What follows belongs to an exercise in optimizing a design on an open flow for small area; a production flow would make more cautious choices. Where RTL was checked, it was by simulation tests only, not by an equivalence proof against the original. Power figures rest on the tool's default switching activity, not on a simulated workload.

## lane 1
// getPixel
module getPixel(
    input clk,
    input hstep,      
    input reset,
    input valid,
    input [1:0] song,
    input block_type,
    input press,
    input [9:0] progress,
    input [4:0] x, y,
    input [9:0] h_cnt, v_cnt,
    input [15:0] head_x, head_y,
    input [15:0] scroll_x_in, scroll_y_in,
    input tips_display,
    input tips_display_over,
    output reg [3:0] r,
    output reg [3:0] g,
    output reg [3:0] b
    );
    reg [255:0] bx, by;
    reg [15:0] bv, bf;
    wire push = hstep & press;
    wire pushn = ~push;
    always @(posedge clk or posedge reset) begin
        if (reset)
            bv <= 16'd0;
        else if (push)
            bv <= {bv[14:0], 1'b1};
    end
    wire [255:0] nbx, nby;
    genvar k;
    generate
        for (k = 0; k < 256; k = k + 1) begin : hold
            trail_hold hx(.e(push), .en(pushn), .d(k < 16 ? head_x[k % 16] : bx[(k + 240) % 256]), .q(bx[k]), .y(nbx[k]));
            trail_hold hy(.e(push), .en(pushn), .d(k < 16 ? head_y[k % 16] : by[(k + 240) % 256]), .q(by[k]), .y(nby[k]));
        end
    endgenerate
    wire [15:0] nbf;
    wire f_head = ((|head_x[15:3]) | (&head_x[2:0])) & ((|head_y[15:3]) | (&head_y[2:0]));
    generate
        for (k = 0; k < 16; k = k + 1) begin : holdf
            trail_hold hf(.e(push), .en(pushn), .d(k == 0 ? f_head : bf[(k + 15) % 16]), .q(bf[k]), .y(nbf[k]));
        end
    endgenerate
    always @(posedge clk) begin
        bx <= nbx;
        by <= nby;
        bf <= nbf;
    end
    wire zx = (scroll_x_in == 16'd0);
    wire zy = (scroll_y_in == 16'd0);
    wire [10:0] h6 = {1'b0, h_cnt} + 11'd6;
    wire [10:0] v6 = {1'b0, v_cnt} + 11'd6;
    wire [16:0] qx = {1'b0, scroll_x_in} + {6'd0, h6};
    wire [16:0] qy = {1'b0, scroll_y_in} + {6'd0, v6};
  ...
Size: ~4600 cells after synthesis, roughly 130 I/O pins, ~0.041 mm^2 of cells after synthesis.
export LEC_CHECK = 0
export CAP_MARGIN = 20
export CORE_MARGIN = 2
export CORE_UTILIZATION = 40
export GPL_TIMING_DRIVEN = 0
export SETUP_SLACK_MARGIN = 0.3
export SLEW_MARGIN = 20
export SYNTH_HIERARCHICAL = 1
export SYNTH_MEMORY_MAX_BITS = 131072
create_clock -name core_clock -period 20.0 [get_ports {clk}]
standard.sh (not shown) runs the stock make flow with config.mk's settings and CLKGATE_MAP_FILE= SYNTH_SCRIPT=/design/flow/synth_recipe.tcl, a recipe that flattens the netlist after the stock synthesis.
==> flow/flow/run.sh <==
#!/bin/bash
# The standard layout (standard.sh) with these changes:
#  - synthesis: Yosys's abc maps with flow/abc.script (area-oriented), then every
#    combinational cell is set to its smallest drive (flow/downsize.txt); the later
#    repair steps size cells up where timing, slew or capacitance need it
#  - ports are buffered with buf_1 cells (BUFFER_PORTS_ARGS)
#  - CTS without dummy loads, with the buffers in CTS_BUFS and the clustering in CTS_EXTRA
#  - MAKE_EXTRA: further ORFS variables for the make call; ADDER_MAP_FILE= skips
#    extract_fa (adders are left to abc like the rest of the logic)
# Each tool's full output is in the ORFS logs under orfs/logs; make's output in make_finish.log.
set -euo pipefail
W=$PWD
F=$W/flow
CTS_BUFS="sky130_fd_sc_hd__clkbuf_8"
CTS_EXTRA="-sink_clustering_size 16 -sink_clustering_max_diameter 60"
MAKE_EXTRA="ADDER_MAP_FILE="
{
  echo "log_cmd abc -script $F/abc.script {*}[lrange \$abc_args 2 end]"
  while IFS=: read -r from to; do
    [ -n "$from" ] && echo "chtype -map sky130_fd_sc_hd__$from sky130_fd_sc_hd__$to"
  done < "$F/downsize.txt"
} > "$W/abc_step.tcl"
# ORFS synth.tcl with only the abc call replaced
sed 's#^\(\s*\)log_cmd abc {\*}\$abc_args#\1source '"$W"'/abc_step.tcl#' \
    "$FLOW_HOME/scripts/synth.tcl" > "$W/synth_core.tcl"
grep -q "abc_step.tcl" "$W/synth_core.tcl"
sed 's#source \$::env(SCRIPTS_DIR)/synth.tcl#source '"$W"'/synth_core.tcl#' synth_recipe.tcl > "$W/my_synth.tcl"
grep -q "synth_core.tcl" "$W/my_synth.tcl"
sed -e 's#SYNTH_SCRIPT=[^ ]*#SYNTH_SCRIPT='"$W"'/my_synth.tcl#' \
    -e 's#make -C #make BUFFER_PORTS_ARGS="-buffer_cell sky130_fd_sc_hd__buf_1" CTS_ARGS="-sink_clustering_enable -repair_clock_nets -dont_use_dummy_load -buf_list {'"$CTS_BUFS"'} '"$CTS_EXTRA"'" '"$MAKE_EXTRA"' -C #' \
    standard.sh > "$W/my_standard.sh"
grep -q "my_synth.tcl" "$W/my_standard.sh"
grep -q "BUFFER_PORTS_ARGS" "$W/my_standard.sh"
bash "$W/my_standard.sh" finish > "$W/make_finish.log" 2>&1
Other scripts of this flow, unchanged in this note and not shown: flow/flow/abc.script, flow/flow/downsize.txt
[inputs] lane 2 vs lane 1
- PLACE_DENSITY now 0.75, previously not set
==> comparison <==
- Routed wire length: lane 2 better than lane 1
- Comparing lane 2 and lane 1, the lower switching share of power is on lane 2.
- Looking only at area growth from synthesis to final layout, and setting everything else aside, the higher value of lane 2 and lane 1 goes to lane 1.
- Going from lane 1 to lane 2, register fraction of the total cell area comparable, total power decreased by about 2% relative to the old numbers, routed metal-1 wirelength down about 7.5%, non-clock buffer count down about 4.5%, part of the total power dissipated in the clock network decreased by 0.6 points relative to the old numbers.
- Compared with lane 1, in lane 2 number of buffers created by CTS moved down; finished layout cell area level.
No functional check of the RTL was part of any run of this note.

* * *

getPixel, a different RTL version from the one above (not shown whole).
Size in the first run: about 4600 cells after synthesis, about 0.040 sq mm of cells after synthesis.
Settings: LEC_CHECK=0, CAP_MARGIN=20, CORE_MARGIN=2, CORE_UTILIZATION=40, GPL_TIMING_DRIVEN=0, PLACE_DENSITY=0.75, SETUP_SLACK_MARGIN=0.3, SLEW_MARGIN=20, SYNTH_HIERARCHICAL=1, SYNTH_MEMORY_MAX_BITS=131072; clock period 20.0 ns.
==> flow/flow/abc.script <==
strash
&get -n
&dch
&nf -R 1000 -F 20 -A 20 -C 32 -p
&put
Scripts as last shown in full above: flow/flow/run.sh
Other scripts of this flow, unchanged in this note and not shown: flow/flow/downsize.txt
The baseline finished clean.
Then changed:
==> flow/flow/abc.script (replaced) <==
strash
dc2
&get -n
&dch
&nf -R 1000 -F 20 -A 20 -C 32 -p
&put
CAP_MARGIN = 15   (was 20)
SLEW_MARGIN = 15   (was 20)
Power is about the same.
Sequential power hardly moves.
Die area stays flat.
Combinational power barely changes.
Design area came out lower by about 0.56%.
Worst setup slack degrades by 0.36 ns.
Cell count is about the same.
Clock power climbs by about 3.4%.
Clock skew came out higher by 0.028 ns.
Wire length is lower by 4.4%.
Then changed:
--- a/flow/flow/run.sh
+++ b/flow/flow/run.sh
@@ -14,2 +14,2 @@
-CTS_BUFS="sky130_fd_sc_hd__clkbuf_8"
-CTS_EXTRA="-sink_clustering_size 16 -sink_clustering_max_diameter 60"
+CTS_BUFS="sky130_fd_sc_hd__clkbuf_16"
+CTS_EXTRA="-sink_clustering_size 30 -sink_clustering_max_diameter 90"
CAP_MARGIN = 20   (was 15)
SLEW_MARGIN = 20   (was 15)
Outcome: Die area does not change. Power barely changes. Register-to-register slack loses 0.13 ns. Sequential power hardly moves. Final cell count fell by 0.44%. Wire length barely changes. Area after synthesis does not change. Critical path depth does not change.

* * *

getPixel, a different RTL version from the one above (not shown whole).
Size in the first run: about 6,800 cells after synthesis, ~570 flip-flops, ~130 I/O pins.
export LEC_CHECK = 0
export CAP_MARGIN = 20
export CORE_MARGIN = 2
export CORE_UTILIZATION = 40
export GPL_TIMING_DRIVEN = 0
export SETUP_SLACK_MARGIN = 0.3
export SLEW_MARGIN = 20
export SYNTH_HIERARCHICAL = 1
export SYNTH_MEMORY_MAX_BITS = 131072
create_clock -name core_clock -period 20.0 [get_ports {clk}]
==> flow/flow/run.sh <==
#!/bin/bash
# The standard layout (standard.sh) with these changes:
#  - synthesis: Yosys's abc maps with flow/abc.script (area-oriented), then every
#    combinational cell is set to its smallest drive (flow/downsize.txt); the later
#    repair steps size cells up where timing, slew or capacitance need it
#  - ports are buffered with buf_1 cells (BUFFER_PORTS_ARGS)
#  - CTS without dummy loads, with the buffers in CTS_BUFS
# Each tool's full output is in the ORFS logs under orfs/logs; make's output in make_*.log.
set -euo pipefail
W=$PWD
F=$W/flow
CTS_BUFS="${CTS_BUFS:-sky130_fd_sc_hd__clkbuf_4 sky130_fd_sc_hd__clkbuf_8}"
{
  echo "log_cmd abc -script $F/abc.script {*}[lrange \$abc_args 2 end]"
  while IFS=: read -r from to; do
    [ -n "$from" ] && echo "chtype -map sky130_fd_sc_hd__$from sky130_fd_sc_hd__$to"
  done < "$F/downsize.txt"
} > "$W/abc_step.tcl"
# ORFS synth.tcl with only the abc call replaced
sed 's#^\(\s*\)log_cmd abc {\*}\$abc_args#\1source '"$W"'/abc_step.tcl#' \
    "$FLOW_HOME/scripts/synth.tcl" > "$W/synth_core.tcl"
grep -q "abc_step.tcl" "$W/synth_core.tcl"
sed 's#source \$::env(SCRIPTS_DIR)/synth.tcl#source '"$W"'/synth_core.tcl#' synth_recipe.tcl > "$W/my_synth.tcl"
grep -q "synth_core.tcl" "$W/my_synth.tcl"
sed -e 's#SYNTH_SCRIPT=[^ ]*#SYNTH_SCRIPT='"$W"'/my_synth.tcl#' \
    -e 's#make -C #make BUFFER_PORTS_ARGS="-buffer_cell sky130_fd_sc_hd__buf_1" CTS_ARGS="-sink_clustering_enable -repair_clock_nets -dont_use_dummy_load -buf_list {'"$CTS_BUFS"'}" -C #' \
    standard.sh > "$W/my_standard.sh"
grep -q "my_synth.tcl" "$W/my_standard.sh"
grep -q "BUFFER_PORTS_ARGS" "$W/my_standard.sh"
bash "$W/my_standard.sh" finish > "$W/make_finish.log" 2>&1
==> flow/flow/abc.script <==
strash
dch
map -a
topo
Other scripts of this flow, unchanged in this note and not shown: flow/flow/downsize.txt
The baseline completed with no timing, DRC or antenna violations.
Then changed:
--- a/flow/flow/run.sh
+++ b/flow/flow/run.sh
@@ -7 +7 @@
-#  - CTS without dummy loads, with the buffers in CTS_BUFS
+#  - CTS without dummy loads, with the buffers in CTS_BUFS and the clustering in CTS_EXTRA
@@ -12 +12,2 @@
-CTS_BUFS="${CTS_BUFS:-sky130_fd_sc_hd__clkbuf_4 sky130_fd_sc_hd__clkbuf_8}"
+CTS_BUFS="sky130_fd_sc_hd__clkbuf_8"
+CTS_EXTRA="-sink_clustering_size 24 -sink_clustering_max_diameter 60"
@@ -26 +27 @@
-    -e 's#make -C #make BUFFER_PORTS_ARGS="-buffer_cell sky130_fd_sc_hd__buf_1" CTS_ARGS="-sink_clustering_enable -repair_clock_nets -dont_use_dummy_load -buf_list {'"$CTS_BUFS"'}" -C #' \
+    -e 's#make -C #make BUFFER_PORTS_ARGS="-buffer_cell sky130_fd_sc_hd__buf_1" CTS_ARGS="-sink_clustering_enable -repair_clock_nets -dont_use_dummy_load -buf_list {'"$CTS_BUFS"'} '"$CTS_EXTRA"'" -C #' \
==> flow/flow/abc.script (replaced) <==
strash
dc2
&get -n
&dch
&nf -R 1000 -F 10 -A 10 -p
&put
Wire length drops by about 17%.
Clock skew drops by 100 ps.
Non-clock buffer count climbs by 46.
Via count drops by about 11%.
Total power drops by 2.2%.
Critical path depth drops by 4.
Sequential share of layout area climbs by 0.73 points.
Sequential cell count does not change.
Fmax climbs by 1.5%.
Sequential power stays flat.
Then changed:
--- a/flow/flow/run.sh
+++ b/flow/flow/run.sh
@@ -7 +7 @@
-#  - CTS without dummy loads, with the buffers in CTS_BUFS and the clustering in CTS_EXTRA
+#  - CTS without dummy loads, with the buffers in CTS_BUFS
@@ -12,2 +12 @@
-CTS_BUFS="sky130_fd_sc_hd__clkbuf_8"
-CTS_EXTRA="-sink_clustering_size 24 -sink_clustering_max_diameter 60"
+CTS_BUFS="${CTS_BUFS:-sky130_fd_sc_hd__clkbuf_4 sky130_fd_sc_hd__clkbuf_8}"
@@ -27 +26 @@
-    -e 's#make -C #make BUFFER_PORTS_ARGS="-buffer_cell sky130_fd_sc_hd__buf_1" CTS_ARGS="-sink_clustering_enable -repair_clock_nets -dont_use_dummy_load -buf_list {'"$CTS_BUFS"'} '"$CTS_EXTRA"'" -C #' \
+    -e 's#make -C #make BUFFER_PORTS_ARGS="-buffer_cell sky130_fd_sc_hd__buf_1" CTS_ARGS="-sink_clustering_enable -repair_clock_nets -dont_use_dummy_load -buf_list {'"$CTS_BUFS"'}" -C #' \
==> flow/flow/abc.script (replaced) <==
strash
dch
map -a
topo
- GPL_TIMING_DRIVEN: 0 -> unset
What happened: Global-route usage goes up by 7.8 points. Clock-buffer cell count goes up by 39. Synthesized cell count goes up by about a fifth. Die area goes up by a few percent. Combinational power goes down by a few percent. Routed wire length goes up by a quarter to a third. Clock skew goes up by 61 ps. Non-clock buffer count goes up by 97. Register-to-register slack is better by 840 ps. Area after synthesis goes up by a few percent. Design area goes up by a few percent.

* * *

Another version of the RTL of getPixel (not shown whole).
Size: roughly 9,800 cells after synthesis, roughly 560 flip-flops, roughly 130 I/O pins, about 58,000 sq um of cells after synthesis.
export LEC_CHECK = 0
export ABC_AREA = 1
export CAP_MARGIN = 20
export CORE_MARGIN = 2
export CORE_UTILIZATION = 40
export SLEW_MARGIN = 20
export SYNTH_MEMORY_MAX_BITS = 131072
create_clock -name core_clock -period 20.0 [get_ports {clk}]
run.sh (not shown) runs the stock make flow with config.mk's settings and CLKGATE_MAP_FILE= SYNTH_SCRIPT=/design/flow/synth_recipe.tcl, a recipe that flattens the netlist after the stock synthesis.
Stock flow here: none of the scripts above is used.
The starting point ran to the end with no violations.
Edit:
==> flow/flow/run.sh (new file) <==
#!/bin/bash
set -euo pipefail
W=$PWD
# ORFS synth.tcl with only the abc call changed
sed 's#log_cmd abc {\*}\$abc_args#log_cmd abc -script '"$W"'/flow/abc.script {*}[lrange $abc_args 2 end]#' \
    "$FLOW_HOME/scripts/synth.tcl" > "$W/synth_core.tcl"
grep -q "flow/abc.script" "$W/synth_core.tcl"
sed 's#source \$::env(SCRIPTS_DIR)/synth.tcl#source '"$W"'/synth_core.tcl#' synth_recipe.tcl > "$W/my_synth.tcl"
grep -q "synth_core.tcl" "$W/my_synth.tcl"
sed 's#SYNTH_SCRIPT=[^ ]*#SYNTH_SCRIPT='"$W"'/my_synth.tcl#' standard.sh > "$W/my_standard.sh"
grep -q "my_synth.tcl" "$W/my_standard.sh"
bash "$W/my_standard.sh" finish > "$W/make_finish.log" 2>&1
==> flow/flow/abc.script (new file) <==
strash
dch
map -a
topo
==> flow/standard.sh (new file) <==
#!/bin/bash
# synth_recipe.tcl (not shown) runs the flow's synth.tcl, then flattens the netlist and writes it again
# the make line also repeats each setting of config.mk as NAME=value (left out here)
make -C /OpenROAD-flow-scripts/flow DESIGN_CONFIG=/design/flow/config.mk WORK_HOME=/design/flow/orfs CLKGATE_MAP_FILE= SYNTH_SCRIPT=/design/flow/synth_recipe.tcl "${@:-finish}"
removed: flow/run.sh
=>
- The new run went through all stages and came out clean
- synthesized area decreases by roughly a tenth
- power fell by a little under a tenth
- routed wire length went down by a few percent
- cell area shrinks by a few percent
- synthesized cell count goes down by about a fifth
- hold slack gains 0.0097 ns
- setup slack got worse by 2.1 ns
- via count fell by a few percent
- sequential power stays flat

[port drivers added, routing unchanged]
Ports are ideal in the flow. The routed layouts listed here were re-timed in OpenROAD.
Step 1 assumes that a clkbuf_16 drives the clock port and a buf_2 every other input.
Step 2, shift: input delay + t, output delay - t, t = (earliest + latest rising clock arrival at the registers) / 2. This alone moves slack from input paths to output paths.
Slacks: ideal / step 1 / step 2; pairs: ideal / step 1.
run	t (ns)	setup slack, ns	latest minus earliest clock arrival (ns)
lane 1	0.802	0.702 / 0.671 / 0.671	0.132 / 0.132
lane 2	0.758	1.255 / 1.222 / 1.222	0.081 / 0.081
the first run of note 2	0.756	1.288 / 1.257 / 1.257	0.105 / 0.105
the second run of note 2	0.778	0.924 / 0.893 / 0.893	0.147 / 0.147
the third run of note 2	0.693	0.856 / 0.827 / 0.827	0.101 / 0.101
the first run of note 3	0.832	0.638 / 0.533 / 0.533	0.188 / 0.189
the second run of note 3	0.804	0.926 / 0.850 / 0.850	0.098 / 0.098
the third run of note 3	0.866	1.149 / 0.978 / 0.978	0.194 / 0.194
the first run of note 4	0.775	3.760 / 3.626 / 3.626	0.054 / 0.054
the second run of note 4	0.759	1.692 / 1.641 / 1.641	0.037 / 0.036
After both steps setup and hold are still met in every run listed. For the third run of note 3, which loses most, drivers alone change the setup slack by -0.171 ns; drivers and shift together by -0.171 ns.
